Background: an optimization exercise with open tools, aiming at small area and a short achievable clock period. Do not read the settings as production practice.
Function was not checked in any run shown here: the RTL went through the layout flow alone.
Power figures rest on the tool's default switching activity, not on a simulated workload.

--- flow/design.v ---
module mul_front (
  input  wire        WV,
  input  wire        ARM,
  input  wire [15:0] W,
  input  wire [15:0] AQ,
  input  wire [15:0] B,
  output wire [15:0] AW,
  output wire [71:0] PP,
  output wire [7:0]  NEG
);
  assign AW = WV ? (ARM ? W : AQ) : AQ;
  wire one0 = B[0] ^ 1'b0;
  wire two0 = (B[1] & ~B[0] & ~1'b0) | (~B[1] & B[0] & 1'b0);
  assign NEG[0] = B[1];
  assign PP[0] = (one0 & AW[0]) ^ B[1];
  assign PP[1] = ((one0 & AW[1]) | (two0 & AW[0])) ^ B[1];
  assign PP[2] = ((one0 & AW[2]) | (two0 & AW[1])) ^ B[1];
  assign PP[3] = ((one0 & AW[3]) | (two0 & AW[2])) ^ B[1];
  assign PP[4] = ((one0 & AW[4]) | (two0 & AW[3])) ^ B[1];
  assign PP[5] = ((one0 & AW[5]) | (two0 & AW[4])) ^ B[1];
  assign PP[6] = ((one0 & AW[6]) | (two0 & AW[5])) ^ B[1];
  assign PP[7] = ((one0 & AW[7]) | (two0 & AW[6])) ^ B[1];
  assign PP[8] = ((one0 & AW[8]) | (two0 & AW[7])) ^ B[1];
  assign PP[9] = ((one0 & AW[9]) | (two0 & AW[8])) ^ B[1];
  assign PP[10] = ((one0 & AW[10]) | (two0 & AW[9])) ^ B[1];
  assign PP[11] = ((one0 & AW[11]) | (two0 & AW[10])) ^ B[1];
  assign PP[12] = ((one0 & AW[12]) | (two0 & AW[11])) ^ B[1];
  assign PP[13] = ((one0 & AW[13]) | (two0 & AW[12])) ^ B[1];
  assign PP[14] = ((one0 & AW[14]) | (two0 & AW[13])) ^ B[1];
  assign PP[15] = ((one0 & AW[15]) | (two0 & AW[14])) ^ B[1];
  wire one1 = B[2] ^ B[1];
  wire two1 = (B[3] & ~B[2] & ~B[1]) | (~B[3] & B[2] & B[1]);
  assign NEG[1] = B[3];
  assign PP[16] = (one1 & AW[0]) ^ B[3];
  assign PP[17] = ((one1 & AW[1]) | (two1 & AW[0])) ^ B[3];
  assign PP[18] = ((one1 & AW[2]) | (two1 & AW[1])) ^ B[3];
  assign PP[19] = ((one1 & AW[3]) | (two1 & AW[2])) ^ B[3];
  assign PP[20] = ((one1 & AW[4]) | (two1 & AW[3])) ^ B[3];
  assign PP[21] = ((one1 & AW[5]) | (two1 & AW[4])) ^ B[3];
  assign PP[22] = ((one1 & AW[6]) | (two1 & AW[5])) ^ B[3];
  assign PP[23] = ((one1 & AW[7]) | (two1 & AW[6])) ^ B[3];
  assign PP[24] = ((one1 & AW[8]) | (two1 & AW[7])) ^ B[3];
  assign PP[25] = ((one1 & AW[9]) | (two1 & AW[8])) ^ B[3];
  assign PP[26] = ((one1 & AW[10]) | (two1 & AW[9])) ^ B[3];
  assign PP[27] = ((one1 & AW[11]) | (two1 & AW[10])) ^ B[3];
  assign PP[28] = ((one1 & AW[12]) | (two1 & AW[11])) ^ B[3];
  assign PP[29] = ((one1 & AW[13]) | (two1 & AW[12])) ^ B[3];
  wire one2 = B[4] ^ B[3];
  wire two2 = (B[5] & ~B[4] & ~B[3]) | (~B[5] & B[4] & B[3]);
  assign NEG[2] = B[5];
  assign PP[30] = (one2 & AW[0]) ^ B[5];
  assign PP[31] = ((one2 & AW[1]) | (two2 & AW[0])) ^ B[5];
  assign PP[32] = ((one2 & AW[2]) | (two2 & AW[1])) ^ B[5];
  assign PP[33] = ((one2 & AW[3]) | (two2 & AW[2])) ^ B[5];
  assign PP[34] = ((one2 & AW[4]) | (two2 & AW[3])) ^ B[5];
  assign PP[35] = ((one2 & AW[5]) | (two2 & AW[4])) ^ B[5];
  assign PP[36] = ((one2 & AW[6]) | (two2 & AW[5])) ^ B[5];
  assign PP[37] = ((one2 & AW[7]) | (two2 & AW[6])) ^ B[5];
  assign PP[38] = ((one2 & AW[8]) | (two2 & AW[7])) ^ B[5];
  assign PP[39] = ((one2 & AW[9]) | (two2 & AW[8])) ^ B[5];
  assign PP[40] = ((one2 & AW[10]) | (two2 & AW[9])) ^ B[5];
  assign PP[41] = ((one2 & AW[11]) | (two2 & AW[10])) ^ B[5];
  wire one3 = B[6] ^ B[5];
  wire two3 = (B[7] & ~B[6] & ~B[5]) | (~B[7] & B[6] & B[5]);
  assign NEG[3] = B[7];
  assign PP[42] = (one3 & AW[0]) ^ B[7];
  assign PP[43] = ((one3 & AW[1]) | (two3 & AW[0])) ^ B[7];
  assign PP[44] = ((one3 & AW[2]) | (two3 & AW[1])) ^ B[7];
  assign PP[45] = ((one3 & AW[3]) | (two3 & AW[2])) ^ B[7];
  assign PP[46] = ((one3 & AW[4]) | (two3 & AW[3])) ^ B[7];
  assign PP[47] = ((one3 & AW[5]) | (two3 & AW[4])) ^ B[7];
  assign PP[48] = ((one3 & AW[6]) | (two3 & AW[5])) ^ B[7];
  assign PP[49] = ((one3 & AW[7]) | (two3 & AW[6])) ^ B[7];
  assign PP[50] = ((one3 & AW[8]) | (two3 & AW[7])) ^ B[7];
  assign PP[51] = ((one3 & AW[9]) | (two3 & AW[8])) ^ B[7];
  wire one4 = B[8] ^ B[7];
  wire two4 = (B[9] & ~B[8] & ~B[7]) | (~B[9] & B[8] & B[7]);
  assign NEG[4] = B[9];
  assign PP[52] = (one4 & AW[0]) ^ B[9];
  assign PP[53] = ((one4 & AW[1]) | (two4 & AW[0])) ^ B[9];
  assign PP[54] = ((one4 & AW[2]) | (two4 & AW[1])) ^ B[9];
  assign PP[55] = ((one4 & AW[3]) | (two4 & AW[2])) ^ B[9];
  assign PP[56] = ((one4 & AW[4]) | (two4 & AW[3])) ^ B[9];
  assign PP[57] = ((one4 & AW[5]) | (two4 & AW[4])) ^ B[9];
  assign PP[58] = ((one4 & AW[6]) | (two4 & AW[5])) ^ B[9];
  assign PP[59] = ((one4 & AW[7]) | (two4 & AW[6])) ^ B[9];
  wire one5 = B[10] ^ B[9];
  wire two5 = (B[11] & ~B[10] & ~B[9]) | (~B[11] & B[10] & B[9]);
  assign NEG[5] = B[11];
  assign PP[60] = (one5 & AW[0]) ^ B[11];
  assign PP[61] = ((one5 & AW[1]) | (two5 & AW[0])) ^ B[11];
  assign PP[62] = ((one5 & AW[2]) | (two5 & AW[1])) ^ B[11];
  assign PP[63] = ((one5 & AW[3]) | (two5 & AW[2])) ^ B[11];
  assign PP[64] = ((one5 & AW[4]) | (two5 & AW[3])) ^ B[11];
  assign PP[65] = ((one5 & AW[5]) | (two5 & AW[4])) ^ B[11];
  wire one6 = B[12] ^ B[11];
  wire two6 = (B[13] & ~B[12] & ~B[11]) | (~B[13] & B[12] & B[11]);
  assign NEG[6] = B[13];
  assign PP[66] = (one6 & AW[0]) ^ B[13];
  assign PP[67] = ((one6 & AW[1]) | (two6 & AW[0])) ^ B[13];
  assign PP[68] = ((one6 & AW[2]) | (two6 & AW[1])) ^ B[13];
  assign PP[69] = ((one6 & AW[3]) | (two6 & AW[2])) ^ B[13];
  wire one7 = B[14] ^ B[13];
  wire two7 = (B[15] & ~B[14] & ~B[13]) | (~B[15] & B[14] & B[13]);
  assign NEG[7] = B[15];
  assign PP[70] = (one7 & AW[0]) ^ B[15];
  assign PP[71] = ((one7 & AW[1]) | (two7 & AW[0])) ^ B[15];
endmodule
module xbip_multadd_0 (
  input  wire        WV,
  input  wire        ARM,
  input  wire [15:0] W,
  input  wire [15:0] AQ,
  input  wire [15:0] B,
  input  wire [15:0] X,
  input  wire        CI,
  output wire [15:0] AW,
  output wire [15:0] S,
  output wire [15:0] Y,
  output wire [15:0] Z,
  output wire        E
);
  wire [71:0] PP;
  wire [7:0] NEG;
  mul_front front (.WV(WV), .ARM(ARM), .W(W), .AQ(AQ), .B(B), .AW(AW), .PP(PP), .NEG(NEG));
  wire s0 = NEG[0] ^ X[0];
  wire c0 = NEG[0] & X[0];
  wire s1 = NEG[1] ^ X[2];
  wire c1 = NEG[1] & X[2];
  wire s2 = NEG[2] ^ X[4];
  wire c2 = NEG[2] & X[4];
  wire s3 = NEG[3] ^ X[6];
  wire c3 = NEG[3] & X[6];
  wire s4 = NEG[4] ^ X[8];
  wire c4 = NEG[4] & X[8];
  wire s5 = NEG[5] ^ X[10];
  wire c5 = NEG[5] & X[10];
  wire s6 = NEG[6] ^ X[12];
  wire c6 = NEG[6] & X[12];
  wire s7 = NEG[7] ^ X[14];
  wire c7 = NEG[7] & X[14];
  wire s8 = X[9] ^ c4;
  wire c8 = X[9] & c4;
  wire s9 = PP[10] ^ PP[24] ^ PP[36];
  wire c9 = (PP[10] & PP[24]) | (PP[10] & PP[36]) | (PP[24] & PP[36]);
  wire s10 = X[11] ^ c5 ^ PP[11];
  wire c10 = (X[11] & c5) | (X[11] & PP[11]) | (c5 & PP[11]);
  wire s11 = PP[25] ^ PP[37];
  wire c11 = PP[25] & PP[37];
  wire s12 = PP[12] ^ PP[26] ^ PP[38];
  wire c12 = (PP[12] & PP[26]) | (PP[12] & PP[38]) | (PP[26] & PP[38]);
  wire s13 = PP[48] ^ PP[56] ^ PP[62];
  wire c13 = (PP[48] & PP[56]) | (PP[48] & PP[62]) | (PP[56] & PP[62]);
  wire s14 = X[13] ^ c6 ^ PP[13];
  wire c14 = (X[13] & c6) | (X[13] & PP[13]) | (c6 & PP[13]);
  wire s15 = PP[27] ^ PP[39] ^ PP[49];
  wire c15 = (PP[27] & PP[39]) | (PP[27] & PP[49]) | (PP[39] & PP[49]);
  wire s16 = PP[57] ^ PP[63];
  wire c16 = PP[57] & PP[63];
  wire s17 = PP[14] ^ PP[28] ^ PP[40];
  wire c17 = (PP[14] & PP[28]) | (PP[14] & PP[40]) | (PP[28] & PP[40]);
  wire s18 = PP[50] ^ PP[58] ^ PP[64];
  wire c18 = (PP[50] & PP[58]) | (PP[50] & PP[64]) | (PP[58] & PP[64]);
  wire s19 = PP[68] ^ PP[70] ^ s7;
  wire c19 = (PP[68] & PP[70]) | (PP[68] & s7) | (PP[70] & s7);
  wire s20 = X[5] ^ c2;
  wire c20 = X[5] & c2;
  wire s21 = PP[20] ^ PP[32] ^ PP[42];
  wire c21 = (PP[20] & PP[32]) | (PP[20] & PP[42]) | (PP[32] & PP[42]);
  wire s22 = X[7] ^ c3 ^ PP[21];
  wire c22 = (X[7] & c3) | (X[7] & PP[21]) | (c3 & PP[21]);
  wire s23 = PP[33] ^ PP[43];
  wire c23 = PP[33] & PP[43];
  wire s24 = PP[22] ^ PP[34] ^ PP[44];
  wire c24 = (PP[22] & PP[34]) | (PP[22] & PP[44]) | (PP[34] & PP[44]);
  wire s25 = PP[52] ^ PP[8] ^ s4;
  wire c25 = (PP[52] & PP[8]) | (PP[52] & s4) | (PP[8] & s4);
  wire s26 = PP[23] ^ PP[35] ^ PP[45];
  wire c26 = (PP[23] & PP[35]) | (PP[23] & PP[45]) | (PP[35] & PP[45]);
  wire s27 = PP[53] ^ PP[9] ^ s8;
  wire c27 = (PP[53] & PP[9]) | (PP[53] & s8) | (PP[9] & s8);
  wire s28 = PP[46] ^ PP[54] ^ PP[60];
  wire c28 = (PP[46] & PP[54]) | (PP[46] & PP[60]) | (PP[54] & PP[60]);
  wire s29 = s5 ^ c8 ^ s9;
  wire c29 = (s5 & c8) | (s5 & s9) | (c8 & s9);
  wire s30 = PP[47] ^ PP[55] ^ PP[61];
  wire c30 = (PP[47] & PP[55]) | (PP[47] & PP[61]) | (PP[55] & PP[61]);
  wire s31 = c9 ^ s10 ^ s11;
  wire c31 = (c9 & s10) | (c9 & s11) | (s10 & s11);
  wire s32 = PP[66] ^ s6 ^ c10;
  wire c32 = (PP[66] & s6) | (PP[66] & c10) | (s6 & c10);
  wire s33 = c11 ^ s12 ^ s13;
  wire c33 = (c11 & s12) | (c11 & s13) | (s12 & s13);
  wire s34 = PP[67] ^ c12 ^ c13;
  wire c34 = (PP[67] & c12) | (PP[67] & c13) | (c12 & c13);
  wire s35 = s14 ^ s15 ^ s16;
  wire c35 = (s14 & s15) | (s14 & s16) | (s15 & s16);
  wire s36 = c14 ^ c15 ^ c16;
  wire c36 = (c14 & c15) | (c14 & c16) | (c15 & c16);
  wire s37 = s17 ^ s18 ^ s19;
  wire c37 = (s17 & s18) | (s17 & s19) | (s18 & s19);
  wire s38 = X[3] ^ c1;
  wire c38 = X[3] & c1;
  wire s39 = PP[18] ^ PP[30] ^ PP[4];
  wire c39 = (PP[18] & PP[30]) | (PP[18] & PP[4]) | (PP[30] & PP[4]);
  wire s40 = PP[19] ^ PP[31] ^ PP[5];
  wire c40 = (PP[19] & PP[31]) | (PP[19] & PP[5]) | (PP[31] & PP[5]);
  wire s41 = PP[6] ^ s3 ^ c20;
  wire c41 = (PP[6] & s3) | (PP[6] & c20) | (s3 & c20);
  wire s42 = PP[7] ^ c21 ^ s22;
  wire c42 = (PP[7] & c21) | (PP[7] & s22) | (c21 & s22);
  wire s43 = c22 ^ c23 ^ s24;
  wire c43 = (c22 & c23) | (c22 & s24) | (c23 & s24);
  wire s44 = c24 ^ c25 ^ s26;
  wire c44 = (c24 & c25) | (c24 & s26) | (c25 & s26);
  wire s45 = c26 ^ s28 ^ c27;
  wire c45 = (c26 & s28) | (c26 & c27) | (s28 & c27);
  wire s46 = c28 ^ s30 ^ c29;
  wire c46 = (c28 & s30) | (c28 & c29) | (s30 & c29);
  wire s47 = c30 ^ c31 ^ s32;
  wire c47 = (c30 & c31) | (c30 & s32) | (c31 & s32);
  wire s48 = c32 ^ c33 ^ s34;
  wire c48 = (c32 & c33) | (c32 & s34) | (c33 & s34);
  wire s49 = c34 ^ c35 ^ s36;
  wire c49 = (c34 & c35) | (c34 & s36) | (c35 & s36);
  wire s50 = CI ^ PP[0];
  wire c50 = CI & PP[0];
  wire s51 = X[1] ^ c0 ^ PP[1];
  wire c51 = (X[1] & c0) | (X[1] & PP[1]) | (c0 & PP[1]);
  wire s52 = PP[16] ^ PP[2] ^ s1;
  wire c52 = (PP[16] & PP[2]) | (PP[16] & s1) | (PP[2] & s1);
  wire s53 = PP[17] ^ PP[3] ^ s38;
  wire c53 = (PP[17] & PP[3]) | (PP[17] & s38) | (PP[3] & s38);
  wire s54 = s2 ^ c38 ^ s39;
  wire c54 = (s2 & c38) | (s2 & s39) | (c38 & s39);
  wire s55 = c39 ^ s20 ^ s40;
  wire c55 = (c39 & s20) | (c39 & s40) | (s20 & s40);
  wire s56 = c40 ^ s21 ^ s41;
  wire c56 = (c40 & s21) | (c40 & s41) | (s21 & s41);
  wire s57 = s23 ^ c41 ^ s42;
  wire c57 = (s23 & c41) | (s23 & s42) | (c41 & s42);
  wire s58 = s25 ^ c42 ^ s43;
  wire c58 = (s25 & c42) | (s25 & s43) | (c42 & s43);
  wire s59 = c43 ^ s27 ^ s44;
  wire c59 = (c43 & s27) | (c43 & s44) | (s27 & s44);
  wire x60 = X[15] ^ c7;
  wire x61 = PP[15] ^ PP[29];
  wire x62 = PP[41] ^ PP[51];
  wire x63 = PP[59] ^ PP[65];
  wire x64 = PP[69] ^ PP[71];
  wire x65 = x60 ^ x61;
  wire x66 = x62 ^ x63;
  wire x67 = x64 ^ c17;
  wire x68 = c18 ^ c19;
  wire x69 = x65 ^ x66;
  wire x70 = x67 ^ x68;
  wire x71 = x69 ^ c36;
  wire x72 = x70 ^ x71;
  assign S[0] = s0;
  assign Y[0] = s50;
  assign Z[0] = 1'b0;
  assign S[1] = c50;
  assign Y[1] = s51;
  assign Z[1] = 1'b0;
  assign S[2] = c51;
  assign Y[2] = s52;
  assign Z[2] = 1'b0;
  assign S[3] = c52;
  assign Y[3] = s53;
  assign Z[3] = 1'b0;
  assign S[4] = c53;
  assign Y[4] = s54;
  assign Z[4] = 1'b0;
  assign S[5] = c54;
  assign Y[5] = s55;
  assign Z[5] = 1'b0;
  assign S[6] = c55;
  assign Y[6] = s56;
  assign Z[6] = 1'b0;
  assign S[7] = c56;
  assign Y[7] = s57;
  assign Z[7] = 1'b0;
  assign S[8] = c57;
  assign Y[8] = s58;
  assign Z[8] = 1'b0;
  assign S[9] = c58;
  assign Y[9] = s59;
  assign Z[9] = 1'b0;
  assign E = c59;
  assign S[10] = c44;
  assign Y[10] = s29;
  assign Z[10] = s45;
  assign S[11] = s31;
  assign Y[11] = c45;
  assign Z[11] = s46;
  assign S[12] = s33;
  assign Y[12] = c46;
  assign Z[12] = s47;
  assign S[13] = s35;
  assign Y[13] = c47;
  assign Z[13] = s48;
  assign S[14] = s37;
  assign Y[14] = c48;
  assign Z[14] = s49;
  assign S[15] = c37;
  assign Y[15] = c49;
  assign Z[15] = x72;
endmodule
module mul_final (
  input  wire [15:0] S,
  input  wire [15:0] Y,
  input  wire [15:0] Z,
  input  wire        E,
  input  wire        EN,
  output wire [15:0] P
);
  wire [15:0] r1, r2;
  assign r1[0] = S[0];
  assign r2[0] = Y[0];
  assign r1[1] = S[1];
  assign r2[1] = Y[1];
  assign r1[2] = S[2];
  assign r2[2] = Y[2];
  assign r1[3] = S[3];
  assign r2[3] = Y[3];
  assign r1[4] = S[4];
  assign r2[4] = Y[4];
  assign r1[5] = S[5];
  assign r2[5] = Y[5];
  assign r1[6] = S[6];
  assign r2[6] = Y[6];
  assign r1[7] = S[7];
  assign r2[7] = Y[7];
  assign r1[8] = S[8];
  assign r2[8] = Y[8];
  assign r1[9] = S[9];
  assign r2[9] = Y[9];
  assign r1[10] = S[10] ^ Y[10] ^ Z[10];
  assign r2[10] = E;
  assign r1[11] = S[11] ^ Y[11] ^ Z[11];
  assign r2[11] = (S[10] & Y[10]) | (S[10] & Z[10]) | (Y[10] & Z[10]);
  assign r1[12] = S[12] ^ Y[12] ^ Z[12];
  assign r2[12] = (S[11] & Y[11]) | (S[11] & Z[11]) | (Y[11] & Z[11]);
  assign r1[13] = S[13] ^ Y[13] ^ Z[13];
  assign r2[13] = (S[12] & Y[12]) | (S[12] & Z[12]) | (Y[12] & Z[12]);
  assign r1[14] = S[14] ^ Y[14] ^ Z[14];
  assign r2[14] = (S[13] & Y[13]) | (S[13] & Z[13]) | (Y[13] & Z[13]);
  assign r1[15] = S[15] ^ Y[15] ^ Z[15];
  assign r2[15] = (S[14] & Y[14]) | (S[14] & Z[14]) | (Y[14] & Z[14]);
  assign P = (r1 + r2) & {16{EN}};
endmodule
`timescale 1ns / 1ps
module s_axi_template #(
		parameter integer C_S_AXI_ID_WIDTH	= 1,
		parameter integer C_S_AXI_DATA_WIDTH	= 64,
		parameter integer C_S_AXI_ADDR_WIDTH	= 32,
		parameter integer C_S_AXI_AWUSER_WIDTH	= 1,
		parameter integer C_S_AXI_ARUSER_WIDTH	= 1,
		parameter integer C_S_AXI_WUSER_WIDTH	= 1,
		parameter integer C_S_AXI_RUSER_WIDTH	= 1,
		parameter integer C_S_AXI_BUSER_WIDTH	= 1
	)
	(
		output wire [15:0] P_buf,  
		output wire [15:0] A_dbg,
		output wire [15:0] B_dbg,
		output wire [15:0] C_dbg,
		output wire [ 3:0] mode_sel_dbg,
		input wire  S_AXI_ACLK,
		input wire  S_AXI_ARESETN,
		input wire [C_S_AXI_ID_WIDTH-1 : 0] S_AXI_AWID,
		input wire [C_S_AXI_ADDR_WIDTH-1 : 0] S_AXI_AWADDR,
		input wire [7 : 0] S_AXI_AWLEN,
		input wire [2 : 0] S_AXI_AWSIZE,
		input wire [1 : 0] S_AXI_AWBURST,
		input wire  S_AXI_AWLOCK,
		input wire [3 : 0] S_AXI_AWCACHE,
		input wire [2 : 0] S_AXI_AWPROT,
		input wire [3 : 0] S_AXI_AWQOS,
		input wire [3 : 0] S_AXI_AWREGION,
		input wire [C_S_AXI_AWUSER_WIDTH-1 : 0] S_AXI_AWUSER,
		input wire  S_AXI_AWVALID,
		output wire  S_AXI_AWREADY,
		input wire [C_S_AXI_DATA_WIDTH-1 : 0] S_AXI_WDATA,
		input wire [(C_S_AXI_DATA_WIDTH/8)-1 : 0] S_AXI_WSTRB,
		input wire  S_AXI_WLAST,
		input wire [C_S_AXI_WUSER_WIDTH-1 : 0] S_AXI_WUSER,
		input wire  S_AXI_WVALID,
		output wire  S_AXI_WREADY,
		output wire [C_S_AXI_ID_WIDTH-1 : 0] S_AXI_BID,
		output wire [1 : 0] S_AXI_BRESP,
		output wire [C_S_AXI_BUSER_WIDTH-1 : 0] S_AXI_BUSER,
		output wire  S_AXI_BVALID,
		input wire  S_AXI_BREADY,
		input wire [C_S_AXI_ID_WIDTH-1 : 0] S_AXI_ARID,
		input wire [C_S_AXI_ADDR_WIDTH-1 : 0] S_AXI_ARADDR,
		input wire [7 : 0] S_AXI_ARLEN,
		input wire [2 : 0] S_AXI_ARSIZE,
		input wire [1 : 0] S_AXI_ARBURST,
		input wire  S_AXI_ARLOCK,
		input wire [3 : 0] S_AXI_ARCACHE,
		input wire [2 : 0] S_AXI_ARPROT,
		input wire [3 : 0] S_AXI_ARQOS,
		input wire [3 : 0] S_AXI_ARREGION,
		input wire [C_S_AXI_ARUSER_WIDTH-1 : 0] S_AXI_ARUSER,
		input wire  S_AXI_ARVALID,
		output wire  S_AXI_ARREADY,
		output wire [C_S_AXI_ID_WIDTH-1 : 0] S_AXI_RID,
		output wire [C_S_AXI_DATA_WIDTH-1 : 0] S_AXI_RDATA,
		output wire [1 : 0] S_AXI_RRESP,
		output wire  S_AXI_RLAST,
		output wire [C_S_AXI_RUSER_WIDTH-1 : 0] S_AXI_RUSER,
		output wire  S_AXI_RVALID,
		input wire  S_AXI_RREADY
	);
	reg        axi_awready, axi_awv_awr_flag, axi_wready, axi_bvalid;
	reg        axi_arready, axi_arv_arr_flag, axi_rvalid, axi_rlast;
	reg  [7:0] axi_arlen_rem;      
	reg  [3:0] wsel;               
	wire idle   = ~axi_awv_awr_flag & ~axi_arv_arr_flag;
	wire aw_set = S_AXI_AWVALID & idle;
	wire ar_set = S_AXI_ARVALID & idle;
	wire wbeat  = axi_wready & S_AXI_WVALID;
	wire wdone  = S_AXI_WLAST & axi_wready;
	wire rhs    = axi_rvalid & S_AXI_RREADY;
	wire rzero  = (axi_arlen_rem == 8'd0);
	always @(posedge S_AXI_ACLK) begin
		if (S_AXI_ARESETN == 1'b0) begin
			axi_awready      <= 1'b0;
			axi_awv_awr_flag <= 1'b0;
			axi_wready       <= 1'b0;
			axi_bvalid       <= 1'b0;
			axi_arready      <= 1'b0;
			axi_arv_arr_flag <= 1'b0;
			axi_rvalid       <= 1'b0;
			axi_rlast        <= 1'b0;
			axi_arlen_rem    <= 8'd0;
		end else begin
			axi_awready <= aw_set;
			if (aw_set)
				axi_awv_awr_flag <= 1'b1;
			else if (wdone)
				axi_awv_awr_flag <= 1'b0;
			if (~axi_wready & S_AXI_WVALID & axi_awv_awr_flag)
				axi_wready <= 1'b1;
			else if (wdone)
				axi_wready <= 1'b0;
			if (wbeat & S_AXI_WLAST)
				axi_bvalid <= 1'b1;
			else if (S_AXI_BREADY & axi_bvalid)
				axi_bvalid <= 1'b0;
			axi_arready <= ar_set;
			if (ar_set)
				axi_arv_arr_flag <= 1'b1;
			else if (rhs & rzero)
				axi_arv_arr_flag <= 1'b0;
			if (axi_arv_arr_flag & ~axi_rvalid)
				axi_rvalid <= 1'b1;
			else if (rhs)
				axi_rvalid <= 1'b0;
			if (S_AXI_ARVALID & ~axi_arv_arr_flag) begin
				axi_arlen_rem <= S_AXI_ARLEN;
				axi_rlast     <= 1'b0;
			end else if (rhs) begin
				axi_arlen_rem <= axi_arlen_rem - 8'd1;
				axi_rlast     <= 1'b0;
			end else if (rzero & ~axi_rlast & axi_arv_arr_flag)
				axi_rlast <= 1'b1;
			else if (S_AXI_RREADY)
				axi_rlast <= 1'b0;
		end
	end
	always @(posedge S_AXI_ACLK)
		if (S_AXI_AWVALID & ~axi_awv_awr_flag)
			wsel <= {S_AXI_AWADDR[19:16] == 4'h4, S_AXI_AWADDR[19:16] == 4'h3,
			         S_AXI_AWADDR[19:16] == 4'h2, S_AXI_AWADDR[19:16] == 4'h1};
	assign S_AXI_AWREADY = axi_awready;
	assign S_AXI_WREADY  = axi_wready;
	assign S_AXI_BVALID  = axi_bvalid;
	assign S_AXI_BRESP   = 2'b00;
	assign S_AXI_BUSER   = {C_S_AXI_BUSER_WIDTH{1'b0}};
	assign S_AXI_BID     = S_AXI_AWID;
	assign S_AXI_ARREADY = axi_arready;
	assign S_AXI_RVALID  = axi_rvalid;
	assign S_AXI_RLAST   = axi_rlast;
	assign S_AXI_RRESP   = 2'b00;
	assign S_AXI_RUSER   = {C_S_AXI_RUSER_WIDTH{1'b0}};
	assign S_AXI_RID     = S_AXI_ARID;
	reg [15:0] A, B, C, B_in, C_in;
	reg [ 3:0] mode_sel;
	wire rst = ~S_AXI_ARESETN;
	wire [15:0] W = S_AXI_WDATA[15:0];
	wire [15:0] A_wr;
	wire [15:0] A_nx = rst ? 16'd0 : A_wr;
	wire [15:0] B_nx = rst ? 16'd0 : (wbeat & wsel[1]) ? W : B;
	wire [15:0] C_nx = rst ? 16'd0 : (wbeat & wsel[2]) ? W : C;
	wire [ 3:0] M_nx = rst ? 4'd0  : (wbeat & wsel[3]) ? W[3:0] : mode_sel;
	wire [15:0] Bi_nx = rst ? 16'd0 :
	                    (mode_sel[2:0] == 3'b000) ? 16'd0 :
	                    (mode_sel[2:1] == 2'b10)  ? 16'd1 : B;
	wire [15:0] Ci_nx = (~rst & (mode_sel[2] | (mode_sel[1] & mode_sel[0]))) ? C : 16'd0;
	wire        Sub_nx = mode_sel[0];
	always @(posedge S_AXI_ACLK) begin
		A        <= A_nx;
		B        <= B_nx;
		C        <= C_nx;
		mode_sel <= M_nx;
		B_in     <= Bi_nx;
		C_in     <= Ci_nx;
	end
	assign A_dbg        = A;
	assign B_dbg        = B_in;
	assign C_dbg        = C_in;
	assign mode_sel_dbg = mode_sel;
	wire [15:0] cs_s, cs_y, cs_z;
	wire        cs_e;
	reg  [15:0] P_s, P_y, P_z;
	reg         P_e;
	xbip_multadd_0 MultAdd (
		.WV (S_AXI_WVALID),
		.ARM(axi_wready & wsel[0]),
		.W  (W),
		.AQ (A),
		.B  (Bi_nx),
		.X  (Ci_nx ^ {16{Sub_nx}}),
		.CI (Sub_nx),
		.AW (A_wr),
		.S  (cs_s),
		.Y  (cs_y),
		.Z  (cs_z),
		.E  (cs_e)
	);
	always @(posedge S_AXI_ACLK) begin
		P_s <= cs_s;
		P_y <= cs_y;
		P_z <= cs_z;
		P_e <= cs_e;
	end
	wire P_en = (~mode_sel[2] & ~mode_sel[0]) | (mode_sel[1] & mode_sel[0]);
	mul_final MultFinal (
		.S (P_s),
		.Y (P_y),
		.Z (P_z),
		.E (P_e),
		.EN(P_en),
		.P (P_buf)
	);
	reg [15:0] rd_data;
	wire aw56 = (S_AXI_AWADDR[19:16] == 4'h5) | (S_AXI_AWADDR[19:16] == 4'h6);
	wire ar56 = (S_AXI_ARADDR[19:16] == 4'h5) | (S_AXI_ARADDR[19:16] == 4'h6);
	wire rd_load = (aw_set & aw56) | (ar_set & ar56);
	always @(posedge S_AXI_ACLK)
		if (rst)
			rd_data <= 16'd0;
		else if (rd_load)
			rd_data <= P_buf;
	assign S_AXI_RDATA = {{(C_S_AXI_DATA_WIDTH-16){1'b0}}, rd_data & {16{axi_rvalid}}};
endmodule
--- flow/flow/run.sh ---
#!/bin/bash
# The standard layout (standard.sh), with the port buffers made from
# sky130_fd_sc_hd__buf_2 instead of the cell buffer_ports picks by itself.
set -euo pipefail
bash standard.sh BUFFER_PORTS_ARGS="-buffer_cell sky130_fd_sc_hd__buf_2" MATCH_CELL_FOOTPRINT=0 finish > standard.log 2>&1
--- flow/standard.sh ---
#!/bin/bash
# synth_recipe.tcl (not shown) runs the flow's synth.tcl, then flattens the netlist and writes it again
# the make line also repeats each setting of config.mk as NAME=value (left out here)
make -C /OpenROAD-flow-scripts/flow DESIGN_CONFIG=/design/flow/config.mk WORK_HOME=/design/flow/orfs CLKGATE_MAP_FILE= SYNTH_SCRIPT=/design/flow/synth_recipe.tcl "${@:-finish}"
--- flow/config.mk ---
export PLATFORM = sky130hd
export DESIGN_NAME = s_axi_template
export DESIGN_NICKNAME = s_axi_template
export VERILOG_FILES = /design/flow/design.v
export SDC_FILE = /design/flow/constraint.sdc
export NUM_CORES = 4
export LEC_CHECK = 0
export ABC_CLOCK_PERIOD_IN_PS = 4000
export CAP_MARGIN = 20
export CORE_MARGIN = 2
export CORE_UTILIZATION = 40
export CTS_BUF_LIST = sky130_fd_sc_hd__clkbuf_8
export CTS_CLUSTER_SIZE = 30
export SETUP_SLACK_MARGIN = 5
export SLEW_MARGIN = 20
--- flow/constraint.sdc ---
create_clock -name core_clock -period 10.0 [get_ports {S_AXI_ACLK}]
set_input_delay 2.0000 -clock core_clock [delete_from_list [all_inputs] [get_ports {S_AXI_ACLK}]]
set_output_delay 2.0000 -clock core_clock [all_outputs]
set_load 0.01 [all_outputs]
==> results of run 1 <==
through the flow:
stage          worst slack [ps]  power [mW]  area (um^2)
2_1_floorplan              4840       0.746        11100
3_3_place_gp               3300       0.760        11400
3_5_place_dp               3280       0.762        11400
4_1_cts                    4950        1.28        12200
5_1_grt                    4900        1.32        12600
6_report                   5040        1.28        12600
cell families (layout without fill, tap and decap cells):
family                     after synthesis  after routing  synth area share
muxes                                   42             43            0.0422
xor gates and xnor gates                78             78            0.0662
adders and majority gates               99             99             0.147
and+or+nand+nor                        389            390             0.165
AOI/OAI and AO/OA                      326            326             0.180
other                                    1             54          0.000349
buffers and inverters                  219            291            0.0983
DFF                                    159            159             0.300
placed cells by master, fill, tap and decap left out, types with 7 or more instances in the layout:
cell      instances
fa_1             47
inv_6             7
o22ai_1          32
nor2_1          118
mux2i_4           9
buf_4            59
maj3_1           16
nor2b_1          11
nand2_1         117
clkbuf_8         17
mux2i_1          19
nor3_1           54
a221oi_1         14
nand3_1          10
xor2_1           28
inv_1            51
xnor2_1          44
conb_1           54
ha_1             31
a21oi_1         137
mux2_2           10
a211oi_1         24
nand2b_1          8
o21ai_0          50
dfxtp_1         153
buf_2           128
o22a_1            7
and2_1           47
o21ai_1          18
buf_12            7
cell usage after synthesis (26+ instances only):
library cell	number	area share
o22ai_1	32	0.019
mux2i_1	27	0.025
and2_1	49	0.029
nor3_1	57	0.027
nor2_1	121	0.042
a211oi_1	26	0.018
a21oi_1	140	0.065
fa_1	51	0.095
ha_1	32	0.037
xnor2_1	47	0.038
nand2_1	118	0.041
o21ai_0	50	0.023
clkbuf_1	89	0.031
dfxtp_1	155	0.29
inv_1	52	0.018
buf_4	60	0.042
xor2_1	29	0.024
power by group through the flow:
| stage | clock, mW | sequential, mW | combinational, mW |
|---|---|---|---|
| 2_1_floorplan | 0 | 0.665 | 0.0809 |
| 3_3_place_gp | 0 | 0.668 | 0.0915 |
| 3_5_place_dp | 0 | 0.669 | 0.0930 |
| 4_1_cts | 0.519 | 0.655 | 0.102 |
| 5_1_grt | 0.547 | 0.657 | 0.118 |
| 6_report | 0.513 | 0.655 | 0.109 |
what timing repair did:
action,in CTS,in global routing
buffers inserted,17,30
hold buffers,0,0
pin swaps,5,23
endpoints found under the setup margin,32,12
cloned,5,2
gates resized for setup,33,33
worst register-to-register path: cells and delay by family (launching register included):
family / cells / cell delay (ps)
simple gates: 2 / 1190
compound gates: 3 / 490
fa+ha+maj: 2 / 610
flops: 1 / 330
buf+inv: 2 / 520
xor+xnor: 7 / 1240
path summary, 6_finish.rpt:
kind / end / slack (ps) / cells after the start
max: P_y[9] / 5040 / 15
min: rd_data[9] / 460 / 2
min reg2reg: rd_data[9] / 460 / 2
max reg2reg: P_z[15] / 5510 / 16
cell type report:
type                       count  area share
clock buffer                  17      0.0185
timing repair buffer         204       0.111
inverter                      55      0.0173
timing repair inverter         1    0.000693
tap                          335      0.0332
clock inverter                14      0.0136
sequential                   159       0.255
multi-input combinational    990       0.550
layer usage:
layer	part of all wire	GRT usage	up-vias	wire [um]
met2	0.45	0.363	460	15000
met1	0.44	0.316	4482	14600
li1	-	-	4588	-
met3	0.089	0.0562	52	2990
met5	0	0	-	0
met4	0.023	0.0688	0	773
flip-flops by register name, summed over array words and instances, names as in the netlist, 4 cells and up:
signal	flops
C_in	16
mode_sel	4
P_z	6
A	16
B_in	16
wsel	4
axi_arlen_rem	8
B	16
C	16
rd_data	16
P_y	16
P_s	16
==> impl_metrics.tcl, run 1 <==
set metrics [dict create \
    first_global_vias 8861 \
    worstPathCellList "buf_12 > nand3_4 > clkbuf_16 > mux2i_4 > buf_4 > nor2_1 > a221oi_1 > a21oi_1 > a21oi_1 > nor2_1 > fa_1 > inv_1 > fa_1 > inv_1 > fa_1" \
    ys_seq_area_frac 0.300 \
    fmax_mhz 202 \
    hp-start "rd_data[9]" \
    drcViolationCount 0 \
    grt_overflow 0 \
    fin_nets 1718 \
    setup_tns_ps 0 \
    fin_crit_ps 4960 \
    crit_top_cell "fa_1" \
    reg2reg_from "B[5]" \
    drv_slew 0 \
    cts_root_buffer "clkbuf_8" \
    dieHeight_um 168 \
    p_int_mw 0.914 \
    worst_clock_skew_ps 21.8 \
    synth_cell_type_count 59 \
    drtPass1Iterations 5 \
    cts_tree "yes" \
    num_antenna_cells 0 \
    setup_viol 0 \
    io_buffers 129 \
    p_sw_mw 0.363 \
    crit_start "S_AXI_WVALID" \
    synth-seq-cells 159 \
    routed_via_density 5.40 \
    fin_crit_sh 0.496 \
    path_buf_inv 5 \
    wl_per_cell_um 18.8 \
    grt_use_total 0.231 \
    final_core_util 0.482 \
    detail-route-antenna-nets 0 \
    critPathTopFamily "adder cells" \
    io_pins 353 \
    cts.sinks 159 \
    fin_cells 1775 \
    drv_cap 0 \
    crit_path_end_kind "flop" \
    clk_path_buf_depth 2 \
    grt_max_degree 62 \
    drive_gt1_frac 0.206 \
    leakage_nw 5.58 \
    drt_first_iter_violations 956 \
    fill_cells 2576 \
    initial_core_util 0.409 \
    power.density_nw_per_um2 101 \
    ir_drop_v 0.0000782 \
    critPathSlowestCell "fa_1" \
    dp_hpwl_um 21900 \
    area_growth_pct 17.7 \
    async_reset_ff_frac 0 \
    slew_headroom 0.200 \
    critPathRequiredTime_ps 10330 \
    wl_um 33400 \
    critPathMaxStageDelay_ps 580 \
    worstPathArrival_ps 5290 \
    worstSetupPathType "in -> reg" \
    h-tree-depth 4 \
    gp_congestion 0.894 \
    pwr-share-clk 0.402 \
    cts_buffers 17 \
    netlist_area_um2 10700 \
    grt_pass1_wl_um 50300 \
    holdWs_ps 455 \
    antenna_found_initial 0 \
    num_vias 9582 \
    ys_warn_count 1 \
    seqCellArea_um2 3230 \
    multiInputGateArea_um2 6950 \
    swShare 0.284 \
    synth_edf_count 4 \
    clock_latency_ps 470 \
    synth_flop_cell "dfxtp_1" \
    die-area_um2 28200 \
    avgSynthCellArea_um2 8.17 \
    pwr-share-seq 0.513 \
    hold_violations 0 \
    min_path_type "reg -> reg" \
    worst_pin_slew_ps 1200 \
    outcome "finished clean" \
    startpoint_type "input port" \
    coreArea_um2 26200 \
    dp.cells 1690 \
    netlist_instances 1313 \
    crit_fanout 9 \
    power_frac_comb 0.085 \
    rsz0062_at_grt "true" \
    path_clk_slew_ps 90 \
    die_x_um 168 \
    row_count 59 \
]
==> run 2: changes to the inputs <==
--- a/flow/config.mk
+++ b/flow/config.mk
@@ -14,2 +14,4 @@
 export SETUP_SLACK_MARGIN = 5
 export SLEW_MARGIN = 20
+export SYNTH_HIERARCHICAL = 1
+export SYNTH_MINIMUM_KEEP_SIZE = 0
==> run 2 against run 1 <==
- still clean on timing, DRC and antenna
- worst setup slack improved by 7.5 ps
- clock power fell by 7.0%
- register-to-register slack gained 340 ps
- area after synthesis grew 9.7%
==> impl_metrics.tcl, run 2 <==
set metrics [dict create \
    outcome "finished clean" \
    cts_root_buffer "clkbuf_8" \
    ir_drop_v 0.0000722 \
    worst_clock_skew_ps 33.5 \
    die-area_um2 30800 \
    io_buffers 129 \
    worstHoldPathCells 2 \
    netlist_area_um2 11800 \
    fin_crit_ps 4950 \
    io_pins 353 \
    die_x_um 176 \
    wl_um 34500 \
    cts.sinks 159 \
    min_path_type "reg -> reg" \
    hold_violations 0 \
    drv_slew 0 \
    fin_crit_sh 0.495 \
    ys_warn_count 7 \
    grt_pass1_wl_um 52400 \
    layout_commonest_cell "dfxtp_1" \
    setup_tns_ps 0 \
    reg2reg_from "axi_wready" \
    crit_fanout 22 \
    dieHeight_um 176 \
    row_count 62 \
    worstPathArrival_ps 5280 \
    path_clk_slew_ps 90 \
    detail-route-antenna-nets 0 \
    ff2ff_path_depth 9 \
    drt_first_iter_violations 968 \
    netlist_instances 1384 \
    setup_viol 0 \
    cts_tree "yes" \
    timing.rr.end "P_y[9]" \
    grt_max_degree 45 \
    layout_common_cells "dfxtp_1 (155), a21oi_1 (130), buf_2 (127), nand2_1 (126), inv_1 (90)" \
    grt_use_total 0.218 \
    first_global_vias 9022 \
    hold_path_end "C[15]" \
    startpoint_type "input port" \
    drive_gt1_frac 0.213 \
    gp_congestion 0.895 \
    coreArea_um2 28900 \
    critPathRequiredTime_ps 10330 \
    wl_per_cell_um 18.7 \
    rsz0062_at_grt "true" \
    routed_via_density 5.36 \
    drv_cap 0 \
    worst_pin_slew_ps 713 \
    area_growth_pct 9.43 \
    fin_nets 1731 \
    rrSetupSlack_ps 5850 \
    cts_buffers 17 \
    fmax_mhz 202 \
    initial_core_util 0.408 \
    drtPass1Iterations 5 \
    worstSetupPathType "in -> reg" \
    clock_latency_ps 470 \
    grt_overflow 0 \
    power_mw 1.24 \
    holdBufCountCts 0 \
    avgSynthCellArea_um2 8.50 \
    power.density_nw_per_um2 95.9 \
    num_vias 9861 \
    slew_headroom 0.524 \
    crit_path_end_kind "flop" \
    drcViolationCount 0 \
    clk_path_buf_depth 2 \
    leakage_nw 6.23 \
    dp_hpwl_um 23300 \
    h-tree-depth 4 \
    hp-start "C[15]" \
    antenna_found_initial 2 \
]
## run 2: worst max path at each step
stage	end	slack, ps	cells past startpoint	start
after floorplan	P_y[8]	4990	16	S_AXI_ARESETN
after global placement	P_y[9]	3540	12	S_AXI_ARESETN
after detailed placement	P_y[9]	3450	12	S_AXI_ARESETN
after CTS	P_y[9]	5010	8	S_AXI_WVALID
after global routing	P_buf[14]	4920	8	P_s[10]
final	P_y[9]	5050	13	S_AXI_ARESETN
## run 2: what timing repair did
action                     in CTS  in global routing
setup buffers                  29                  7
gates resized for setup        31                 23
cloned                         11                  2
pin swaps                      10                  4
setup endpoints to repair      33                 18
## run 2: metrics by stage
step / std cells / util / hold slack, ps / setup WS [ps] / instance area [um^2]
after global routing: 1838 / 0.446 / 471 / 4920 / 12900
after CTS: 1829 / 0.441 / 455 / 5010 / 12700
final: 1839 / 0.446 / 455 / 5050 / 12900
after global placement: 1757 / 0.413 / 437 / 3540 / 11900
after floorplan: 1437 / - / 430 / 4990 / 12100
after detailed placement: 1757 / 0.413 / 442 / 3450 / 11900
## run 2: layout make-up
class	count	area (um^2)
sequential	159	3220
fill	2877	16000
clock inverter	15	135
timing repair buffer	179	1120
clock buffer	17	234
multi-input combinational	993	7310
inverter	90	364
tap	384	480
antenna	1	2.50
timing repair inverter	1	11.3
## run 2: layer usage
metal  wire [um]  up-vias  GRT usage
met1       15700     4712      0.312
met2       15700      461      0.342
met4         411        2     0.0506
met5          13        -          0
li1            -     4646          -
met3        2700       40     0.0379
## run 2: critical path, cell delays in order
cell and delay [ps]:
buf_6 120, buf_12 140, clkinv_16 90, a21oi_4 220, buf_6 180, and2_4 210, nor2_1 70, nand2_2 140
mux2i_1 100, or3_4 390, fa_1 530, fa_1 610, fa_1 450
## run 2: power by group
| group | switching, mW | internal [mW] | total, mW |
|---|---|---|---|
| Combinational | 0.0662 | 0.0359 | 0.102 |
| Clock | 0.275 | 0.202 | 0.477 |
| Sequential | 0.0107 | 0.646 | 0.656 |
| Total | 0.352 | 0.883 | 1.24 |
==> run 3: changes to the inputs <==
==> flow/flow/run.sh (replaced) <==
#!/bin/bash
# The standard layout (standard.sh), with the port buffers made from
# sky130_fd_sc_hd__buf_2 instead of the cell buffer_ports picks by itself,
# resizing free to change a cell's footprint, and timing repair aiming for
# 5.5 ns of setup slack.
set -euo pipefail
bash standard.sh BUFFER_PORTS_ARGS="-buffer_cell sky130_fd_sc_hd__buf_2" MATCH_CELL_FOOTPRINT=0 SETUP_SLACK_MARGIN=5.5 finish > standard.log 2>&1
--- a/flow/config.mk
+++ b/flow/config.mk
@@ -12,6 +12,3 @@
 export CTS_BUF_LIST = sky130_fd_sc_hd__clkbuf_8
 export CTS_CLUSTER_SIZE = 30
-export SETUP_SLACK_MARGIN = 5
 export SLEW_MARGIN = 20
-export SYNTH_HIERARCHICAL = 1
-export SYNTH_MINIMUM_KEEP_SIZE = 0
==> run 3 against run 2 <==
- still clean
- sequential share of layout area shrank 0.77 points
- area after synthesis down 8.8%
- design area rose by 3.7%
- first-iteration DRC count shrank 13%
- power increased by 3.1%
- critical path type unchanged
- largest cell class unchanged
- highest routed layer is now met4
==> impl_metrics.tcl, run 3 <==
set metrics [dict create \
    path_clk_slew_ps 100 \
    synth_edf_count 4 \
    first_global_vias 9352 \
    coreArea_um2 26200 \
    grt_use_total 0.242 \
    cts_buffers 17 \
    p_int_mw 0.899 \
    holdBufCountCts 0 \
    num_vias 9998 \
    detail-route-antenna-nets 0 \
    worst_pin_slew_ps 1010 \
    leakage_nw 5.80 \
    num_antenna_cells 0 \
    worstSetupPathType "in -> reg" \
    die_x_um 168 \
    dieHeight_um 168 \
    grt_pass1_wl_um 53000 \
    row_count 59 \
    grt_overflow 0 \
    synth-seq-cells 159 \
    wl_um 34700 \
    io_pins 353 \
    startpoint_type "input port" \
    ys_seq_area_frac 0.300 \
    yosys-top-cells-count "dfxtp_1 (155), a21oi_1 (140), nor2_1 (121)" \
    initial_core_util 0.409 \
    synthTopCellsByArea "dfxtp_1 (29%), fa_1 (9.5%), a21oi_1 (6.5%)" \
    netlist_area_um2 10700 \
    clock_latency_ps 480 \
    layout_common_cells "dfxtp_1 (146), a21oi_1 (132), buf_2 (128), nand2_1 (115), nor2_1 (115)" \
    fmax_mhz 201 \
    antenna_found_initial 0 \
    io_buffers 129 \
    dp.cells 1688 \
    dp_hpwl_um 21600 \
    rsz0062_at_grt "true" \
    gp_congestion 0.895 \
    outcome "finished clean" \
    avgSynthCellArea_um2 8.17 \
    holdWs_ps 450 \
    drcViolationCount 0 \
    drv_cap 0 \
    drive_gt1_frac 0.280 \
    worst_clock_skew_ps 28.2 \
    hold_violations 0 \
    cts_tree "yes" \
    power.density_nw_per_um2 95.4 \
    h-tree-depth 4 \
    ys_warn_count 1 \
    synth_flop_cell "dfxtp_1" \
    critPathRequiredTime_ps 10420 \
    area_growth_pct 24.5 \
    final_core_util 0.510 \
    p_sw_mw 0.375 \
    grt_max_degree 73 \
    power_frac_comb 0.091 \
    wl_per_cell_um 19.2 \
    cts_root_buffer "clkbuf_8" \
    crit_path_end_kind "flop" \
    async_reset_ff_frac 0 \
    crit_fanout 8 \
    fin_crit_sh 0.498 \
    netlist_instances 1313 \
    setup_tns_ps 0 \
    layout_commonest_cell "dfxtp_1" \
    min_path_type "reg -> reg" \
    fin_nets 1752 \
    setup_viol 0 \
    routed_via_density 5.52 \
    fin_cells 1810 \
    synth.most_common_cell "dfxtp_1" \
    clk_path_buf_depth 2 \
    drv_slew 0 \
    power_mw 1.27 \
    yosysTopAreaCell "dfxtp_1" \
    dp_worst_setup_slack_ps 3770 \
    cts.sinks 159 \
    worstPathArrival_ps 5400 \
    fin_ws_ps 5020 \
    slew_headroom 0.323 \
    drtPass1Iterations 5 \
    synth_cell_type_count 59 \
    finalInstanceArea_um2 13400 \
    ir_drop_v 0.0000708 \
    pwr-share-seq 0.513 \
    synth_top_area_frac 0.289 \
    drt_first_iter_violations 847 \
    die-area_um2 28200 \
    placed_area_um2 11400 \
    swShare 0.294 \
    pwr-share-clk 0.396 \
    fin_crit_ps 4980 \
]
==> run 3: cell types whose count changed in the layout (fill, tap and decap cells not counted), moves of 22 or more <==
cell     previous run  this run
or3_1              38         2
inv_1              90        42
o22ai_1             5        32
and2_1             69        47
nor2_1             27       115
buf_4              41        71
mux2i_1            65        18
nor3_1              8        45
nand4_1            42         3
o21ai_0            67        45
==> run 3: power groups by stage <==
stage,combinational (mW),sequential (mW),clock [mW]
CTS,0.110,0.655,0.514
detailed placement,0.0932,0.668,0
finish,0.116,0.654,0.505
global placement,0.0921,0.668,0
floorplan,0.0812,0.665,0
global route,0.124,0.656,0.542
==> run 3: worst paths after layout <==
path	slack, ps	endpoint	start	cells past startpoint
setup / recovery	5020	P_y[7]	S_AXI_WVALID	17
hold / removal	450	rd_data[9]	rd_data[9]	2
setup reg to reg	5620	P_z[15]	B[2]	17
hold reg to reg	450	rd_data[9]	rd_data[9]	2
==> run 3: worst max-delay path, stage by stage <==
cell	delay (ps)
buf_12	110
nand3_4	120
clkbuf_16	190
mux2i_4	400
buf_6	150
buf_6	80
buf_6	120
nor3_4	50
a211oi_2	210
a21oi_1	50
a21oi_1	170
nor2_1	90
fa_1	540
inv_2	40
fa_1	510
inv_2	40
fa_2	520
==> run 3: cell families after synthesis <==
group / synth area share
compound gates: 0.180
xor+xnor: 0.0662
fa+ha+maj: 0.147
buf+inv: 0.0983
flops: 0.300
mux: 0.0422
other cells: 0.000349
simple gates: 0.165
==> run 3: layout make-up <==
type	count	area, um^2
fill	2461	12800
clock inverter	15	176
inverter	55	216
clock buffer	17	234
sequential	159	3240
tap	335	419
multi-input combinational	991	7310
timing repair buffer	238	1770
==> run 3: per-layer routing <==
| layer | part of all wire | vias up | routed length (um) | GRT usage |
|---|---|---|---|---|
| met3 | 0.079 | 66 | 2740 | 0.0465 |
| met5 | 0 | - | 0 | 0 |
| met2 | 0.46 | 434 | 15900 | 0.382 |
| li1 | - | 4673 | - | - |
| met1 | 0.43 | 4825 | 15000 | 0.330 |
| met4 | 0.031 | 0 | 1090 | 0.0938 |
==> run 3: repair_timing <==
| item | 4_1_cts | 5_1_grt |
|---|---|---|
| endpoints found under the setup margin | 39 | 32 |
| cloned | 8 | 0 |
| buffers inserted | 60 | 22 |
| pin swaps | 53 | 49 |
| gates resized for setup | 94 | 71 |
==> run 4: changes to the inputs <==
==> flow/flow/run.sh (replaced) <==
#!/bin/bash
# The standard layout (standard.sh), with the port buffers made from
# sky130_fd_sc_hd__buf_2 instead of the cell buffer_ports picks by itself,
# resizing free to change a cell's footprint, and timing repair aiming for
# 6.0 ns of setup slack.
set -euo pipefail
bash standard.sh BUFFER_PORTS_ARGS="-buffer_cell sky130_fd_sc_hd__buf_2" MATCH_CELL_FOOTPRINT=0 SETUP_SLACK_MARGIN=6.0 finish > standard.log 2>&1
==> run 4 against run 3 <==
- clock-buffer cell count up 1
- sequential cell count is the same
- hold slack gained 5.4 ps
- non-clock buffer count is 2 higher
- critical path depth stayed put
- design area rose by 0.94%
==> impl_metrics.tcl, run 4 <==
set metrics [dict create \
    fin_crit_ps 4960 \
    hold_path_end "rd_data[15]" \
    worst_clock_skew_ps 24.6 \
    fin_nets 1755 \
    swShare 0.295 \
    fill_cells 2465 \
    netlist_instances 1313 \
    num_vias 9957 \
    multiInputGateArea_um2 7370 \
    detail-route-antenna-nets 0 \
    netlist_area_um2 10700 \
    ys_warn_count 1 \
    p_int_mw 0.876 \
    min_path_type "reg -> reg" \
    die_x_um 168 \
    rrSetupSlack_ps 5740 \
    num_antenna_cells 0 \
    io_buffers 129 \
    drv_cap 0 \
    synth_top_area_frac 0.289 \
    dp_hpwl_um 21700 \
    hp-start "rd_data[15]" \
    startpoint_type "input port" \
    power_frac_comb 0.096 \
    gp_congestion 0.879 \
    yosys-top-cells-count "dfxtp_1 (155), a21oi_1 (140), nor2_1 (121)" \
    hold_violations 0 \
    fmax_mhz 202 \
    holdBufCountCts 0 \
    critPathSlowestCell "fa_2" \
    worstPathCellList "buf_12 > nand3_4 > buf_12 > clkbuf_16 > buf_4 > mux2i_4 > o22ai_1 > o22a_1 > fa_2 > fa_2 > xnor2_2 > xnor2_1 > xnor2_1 > xnor2_1 > xnor2_1 > xnor2_1 > xnor3_1" \
    h-tree-depth 4 \
    worstHoldPathCells 2 \
    antenna_found_initial 1 \
    grt_max_degree 73 \
    drtPass1Iterations 7 \
    drv_slew 0 \
    drt_first_iter_violations 928 \
    rsz0062_at_grt "true" \
    drcViolationCount 0 \
    fin_ws_ps 5040 \
    cts_root_buffer "clkbuf_8" \
    row_count 59 \
    layout_commonest_cell "dfxtp_1" \
    wl_um 35200 \
    setup_viol 0 \
    yosysTopAreaCell "dfxtp_1" \
    synth_edf_count 4 \
    crit_path_end_kind "flop" \
    seqCellArea_um2 3240 \
    area_growth_pct 25.7 \
    synth-seq-cells 159 \
    grt_overflow 0 \
    crit_top_cell "xnor2_1" \
    leakage_nw 5.81 \
    critPathRequiredTime_ps 10370 \
    path_clk_slew_ps 100 \
    synth_flop_cell "dfxtp_1" \
    coreArea_um2 26200 \
    clk_path_buf_depth 2 \
    holdWs_ps 456 \
    critPathTopFamily "XOR/XNOR gates" \
    grt_pass1_wl_um 52800 \
    setup_tns_ps 0 \
    cts_tree "yes" \
    worstSetupPathType "in -> reg" \
    io_pins 353 \
    wl_per_cell_um 19.4 \
    outcome "finished clean" \
    path_buf_inv 4 \
    fin_crit_sh 0.496 \
    slew_headroom 0.363 \
    async_reset_ff_frac 0 \
    pwr-share-seq 0.527 \
    dieHeight_um 168 \
    reg2reg_from "B[2]" \
    dp.cells 1690 \
    clock_latency_ps 480 \
    power.density_nw_per_um2 92.1 \
    layout_common_cells "dfxtp_1 (146), a21oi_1 (128), buf_2 (127), nand2_1 (115), nor2_1 (114)" \
    die-area_um2 28200 \
    synth.most_common_cell "dfxtp_1" \
    ys_seq_area_frac 0.300 \
    fin_cells 1813 \
    cts.sinks 159 \
    ff2ff_path_depth 17 \
    dp_worst_setup_slack_ps 3130 \
    grt_use_total 0.244 \
    drive_gt1_frac 0.289 \
    ir_drop_v 0.0000580 \
    avgSynthCellArea_um2 8.17 \
    timing.rr.end "P_z[15]" \
    p_sw_mw 0.366 \
    cts_buffers 17 \
    first_global_vias 9202 \
    initial_core_util 0.409 \
    crit_fanout 6 \
    critPathMaxStageDelay_ps 430 \
    worst_pin_slew_ps 953 \
    routed_via_density 5.49 \
    worstPathArrival_ps 5320 \
    pwr-share-clk 0.378 \
    synthTopCellsByArea "dfxtp_1 (29%), fa_1 (9.5%), a21oi_1 (6.5%)" \
    synth_cell_type_count 59 \
]
[run 4: cell families (layout without fill, tap and decap cells)]
logic type / count (synthesis) / after routing / synth area share
muxes: 42 / 44 / 0.0422
adders and majority gates: 99 / 99 / 0.147
xor gates and xnor gates: 78 / 78 / 0.0662
buffers and inverters: 219 / 328 / 0.0983
AOI/OAI and AO/OA: 326 / 326 / 0.180
DFF: 159 / 159 / 0.300
and+or+nand+nor: 389 / 390 / 0.165
other: 1 / 54 / 0.000349
[run 4: repair_timing]
| action | 4_1_cts | 5_1_grt |
|---|---|---|
| pin swaps | 66 | 58 |
| setup buffers | 64 | 17 |
| endpoints found under the hold margin | 0 | 0 |
| gates cloned | 10 | 0 |
| endpoints found under the setup margin | 56 | 48 |
| gates resized for setup | 117 | 73 |
[run 4: routing by layer]
metal  part of all wire  GRT usage  vias up
met4              0.028     0.0881        0
met1               0.44      0.330     4756
li1                   -          -     4667
met5                  0          0        -
met3              0.080     0.0468       68
met2               0.45      0.391      466
[run 4: layout make-up]
class	count	area share
Sequential cell	159	0.240
Multi-Input combinational cell	991	0.547
Clock inverter	14	0.00928
Timing Repair inverter	1	0.000650
Tap cell	335	0.0311
Timing Repair Buffer	240	0.137
Clock buffer	18	0.0184
Inverter	55	0.0162
[run 4: metrics by stage]
step | util | cell area [um^2] | power [mW]
2_1_floorplan | - | 11200 | 0.747
3_3_place_gp | 0.439 | 11500 | 0.760
3_5_place_dp | 0.439 | 11500 | 0.762
4_1_cts | 0.498 | 13100 | 1.25
5_1_grt | 0.514 | 13500 | 1.29
6_report | 0.514 | 13500 | 1.24
[run 4: tightest hold or removal path, stage by stage, from the launching register on]
cell	delay (ps)
dfxtp_1	320
nand2_1	50
o21ai_1	50
[run 4: how the worst max path moves through the flow]
stage                  startpoint  endpoint  slack (ps)  cells after the start
floorplan            S_AXI_WVALID   P_z[15]        4840                     20
global placement    S_AXI_ARESETN   P_z[15]        3150                     18
detailed placement  S_AXI_ARESETN   P_z[15]        3130                     18
CTS                  S_AXI_WVALID   P_z[15]        5120                     20
global route         S_AXI_WVALID   P_z[15]        4950                     20
finish               S_AXI_WVALID   P_z[15]        5040                     17
[run 4: power groups by stage]
stage | clock network (mW) | registers (mW) | logic [mW]
6_report | 0.469 | 0.654 | 0.119
5_1_grt | 0.502 | 0.656 | 0.128
4_1_cts | 0.481 | 0.654 | 0.113
3_5_place_dp | 0 | 0.668 | 0.0938
3_3_place_gp | 0 | 0.668 | 0.0927
2_1_floorplan | 0 | 0.666 | 0.0816
==> run 5: changes to the inputs <==
==> flow/flow/run.sh (replaced) <==
#!/bin/bash
# The standard layout (standard.sh), with the port buffers made from
# sky130_fd_sc_hd__buf_1 instead of the cell buffer_ports picks by itself.
set -euo pipefail
bash standard.sh BUFFER_PORTS_ARGS="-buffer_cell sky130_fd_sc_hd__buf_1" MATCH_CELL_FOOTPRINT=0 finish > standard.log 2>&1
--- a/flow/config.mk
+++ b/flow/config.mk
@@ -10,5 +10,6 @@
 export CORE_MARGIN = 2
 export CORE_UTILIZATION = 40
-export CTS_BUF_LIST = sky130_fd_sc_hd__clkbuf_8
-export CTS_CLUSTER_SIZE = 30
+export CTS_BUF_LIST = sky130_fd_sc_hd__clkbuf_4 sky130_fd_sc_hd__clkbuf_8
+export CTS_CLUSTER_SIZE = 40
+export SETUP_SLACK_MARGIN = 5
 export SLEW_MARGIN = 20
==> run 5 against run 4 <==
- sequential share of layout area rose by 2.0 points
- clock-buffer cell count fell by 1
- area after synthesis did not move
- first-iteration DRC count fell by 6.8%
- hold slack got worse by 4.7 ps
- worst setup slack got worse by 74 ps
- power rose by 1.2%
- register-to-register slack got worse by 330 ps
- maximum frequency fell by 1.5%
- critical path type unchanged
==> impl_metrics.tcl, run 5 <==
set metrics [dict create \
    outcome "finished clean" \
    async_reset_ff_frac 0 \
    cts_buffers 17 \
    startpoint_type "input port" \
    leakage_nw 5.04 \
    setup_tns_ps 0 \
    hp-start "rd_data[12]" \
    num_vias 9705 \
    clock_latency_ps 470 \
    cts_tree "yes" \
    io_buffers 129 \
    yosys-top-cells-count "dfxtp_1 (155), a21oi_1 (140), nor2_1 (121)" \
    hold_violations 0 \
    min_path_type "reg -> reg" \
    antenna_found_initial 1 \
    detail-route-antenna-nets 0 \
    grt_use_total 0.231 \
    synth_cell_type_count 59 \
    critPathRequiredTime_ps 10340 \
    rsz0062_at_grt "true" \
    holdBufCountCts 0 \
    synth-seq-cells 159 \
    drive_gt1_frac 0.115 \
    die-area_um2 28200 \
    num_antenna_cells 0 \
    layout_commonest_cell "dfxtp_1" \
    fin_crit_ps 5030 \
    synth_top_area_frac 0.289 \
    crit_path_end_kind "flop" \
    ys_seq_area_frac 0.300 \
    drv_slew 0 \
    dieHeight_um 168 \
    hold_path_end "rd_data[12]" \
    drcViolationCount 0 \
    crit_start "S_AXI_WVALID" \
    h-tree-depth 4 \
    netlist_instances 1313 \
    ys_warn_count 1 \
    gp_congestion 0.879 \
    wl_per_cell_um 18.9 \
    synthTopCellsByArea "dfxtp_1 (29%), fa_1 (9.5%), a21oi_1 (6.5%)" \
    wl_um 33400 \
    slew_headroom 0.134 \
    setup_viol 0 \
    routed_via_density 5.49 \
    first_global_vias 8736 \
    clk_path_buf_depth 2 \
    avgSynthCellArea_um2 8.17 \
    drtPass1Iterations 6 \
    worst_clock_skew_ps 20.2 \
    grt_overflow 0 \
    path_clk_slew_ps 90 \
    worstSetupPathType "in -> reg" \
    dp.cells 1687 \
    worstHoldPathCells 2 \
    area_growth_pct 15.6 \
    drv_cap 0 \
    synth_edf_count 4 \
    layout_common_cells "dfxtp_1 (153), a21oi_1 (137), buf_1 (126), nor2_1 (118), nand2_1 (116)" \
    reg2reg_from "B[5]" \
    worst_pin_slew_ps 1300 \
    crit_fanout 8 \
    ir_drop_v 0.0000722 \
    fin_cells 1768 \
    coreArea_um2 26200 \
    cts_root_buffer "clkbuf_8" \
    cts.sinks 159 \
    synth.most_common_cell "dfxtp_1" \
    row_count 59 \
    initial_core_util 0.409 \
    grt_max_degree 73 \
    dp_hpwl_um 21500 \
    fmax_mhz 199 \
    io_pins 353 \
    timing.rr.end "P_z[15]" \
    die_x_um 168 \
    grt_pass1_wl_um 50400 \
    netlist_area_um2 10700 \
    power.density_nw_per_um2 101 \
    rrSetupSlack_ps 5410 \
    worstPathArrival_ps 5370 \
    synth_flop_cell "dfxtp_1" \
    fin_crit_sh 0.503 \
    ff2ff_path_depth 16 \
    drt_first_iter_violations 865 \
    fin_nets 1712 \
    yosysTopAreaCell "dfxtp_1" \
]
-- run 5: cell counts after synthesis --
No cell type changed its count.
-- run 5: where the power goes --
| part | internal [mW] | total (mW) | switching, mW | leakage (nW) |
|---|---|---|---|---|
| Sequential | 0.644 | 0.655 | 0.0105 | 1.29 |
| Combinational | 0.0370 | 0.107 | 0.0700 | 3.56 |
| Clock | 0.226 | 0.495 | 0.269 | 0.191 |
| Total | 0.907 | 1.26 | 0.350 | 5.04 |
-- run 5: area by class of cell --
type / count / area, um^2
multi-input cells: 993 / 6990
well taps: 335 / 419
clock buffers: 17 / 234
clock inverters: 13 / 156
flip-flops and latches: 159 / 3230
repair buffers: 196 / 1160
fillers: 2558 / 13800
inverters: 55 / 214
-- run 5: worst max-delay path by stage --
| stage | end | slack, ps | depth (start not counted) |
|---|---|---|---|
| 2_1_floorplan | P_z[15] | 4840 | 20 |
| 5_1_grt | P_z[15] | 4850 | 20 |
| 3_3_place_gp | P_z[15] | 3390 | 17 |
| 4_1_cts | P_z[15] | 4920 | 20 |
| 3_5_place_dp | P_z[15] | 3260 | 17 |
| 6_report | P_z[15] | 4970 | 16 |
-- run 5: cells by family (layout without fill, tap and decap cells) --
group,count (synthesis),count (layout),share of synthesized area
AO/OA/AOI/OAI,326,326,0.180
multiplexers,42,46,0.0422
XOR/XNOR,78,78,0.0662
buffers and inverters,219,281,0.0983
adder cells (fa/ha/maj),99,99,0.147
flip-flops,159,159,0.300
other,1,54,0.000349
AND/OR/NAND/NOR,389,390,0.165
-- run 5: repair_timing --
action | CTS | global route
pin swaps | 5 | 25
gates cloned | 8 | 1
hold endpoints to repair | 0 | 0
setup buffers | 19 | 23
endpoints found under the setup margin | 29 | 9
gates resized for setup | 43 | 26
-- run 5: metrics by stage --
stage	setup WS (ps)	cell area [um^2]	util	hold slack, ps	power [mW]
2_1_floorplan	4840	11100	-	417	0.746
3_3_place_gp	3390	11200	0.428	429	0.756
3_5_place_dp	3260	11200	0.428	435	0.758
4_1_cts	4920	12100	0.461	455	1.26
5_1_grt	4850	12400	0.473	473	1.30
6_report	4970	12400	0.473	451	1.26
-- run 5: metal layers --
metal  vias up  GRT usage  part of all wire
met1      4573      0.329              0.45
met2       476      0.352              0.43
li1       4592          -                 -
met4         2     0.0854             0.031
met5         -          0           0.00033
met3        62     0.0400             0.084
-- run 5: worst max-delay path, cell delays in order --
cell,delay [ps]
buf_12,110
nand3_4,80
buf_12,150
buf_4,120
mux2i_2,400
o22ai_1,150
o22a_1,220
fa_1,410
fa_2,430
xnor2_2,150
xnor2_1,200
xnor2_1,160
xnor2_1,150
xnor2_1,170
xnor2_1,170
xnor3_1,260

## port drivers added, routing unchanged
The results above use ideal ports. As a check the final layouts listed here were re-extracted and re-timed, cells and wires unchanged. Step 1 assumes that a clkbuf_16 drives the clock port and a buf_2 every other input. Step 2 also shifts input and output timing later by t, the mid clock arrival at the registers, as if the neighbouring blocks saw the same clock. Three values: no drivers, after step 1, after step 2; two values: the first two.
| run | shift t [ns] | slack for setup (ns) | cell pins on the clock port's net |
|---|---|---|---|
| run 1 | 0.501 | 5.043 / 5.014 / 4.513 | 1 |
| run 2 | 0.500 | 5.050 / 5.015 / 4.557 | 1 |
| run 3 | 0.508 | 5.018 / 5.011 / 4.502 | 1 |
| run 4 | 0.513 | 5.044 / 5.030 / 4.517 | 1 |
| run 5 | 0.496 | 4.969 / 4.921 / 4.425 | 1 |
After both steps every run listed still meets setup and hold. The setup slack of run 5, which loses most, moves by -0.048 ns with the drivers and by -0.544 ns with both steps.
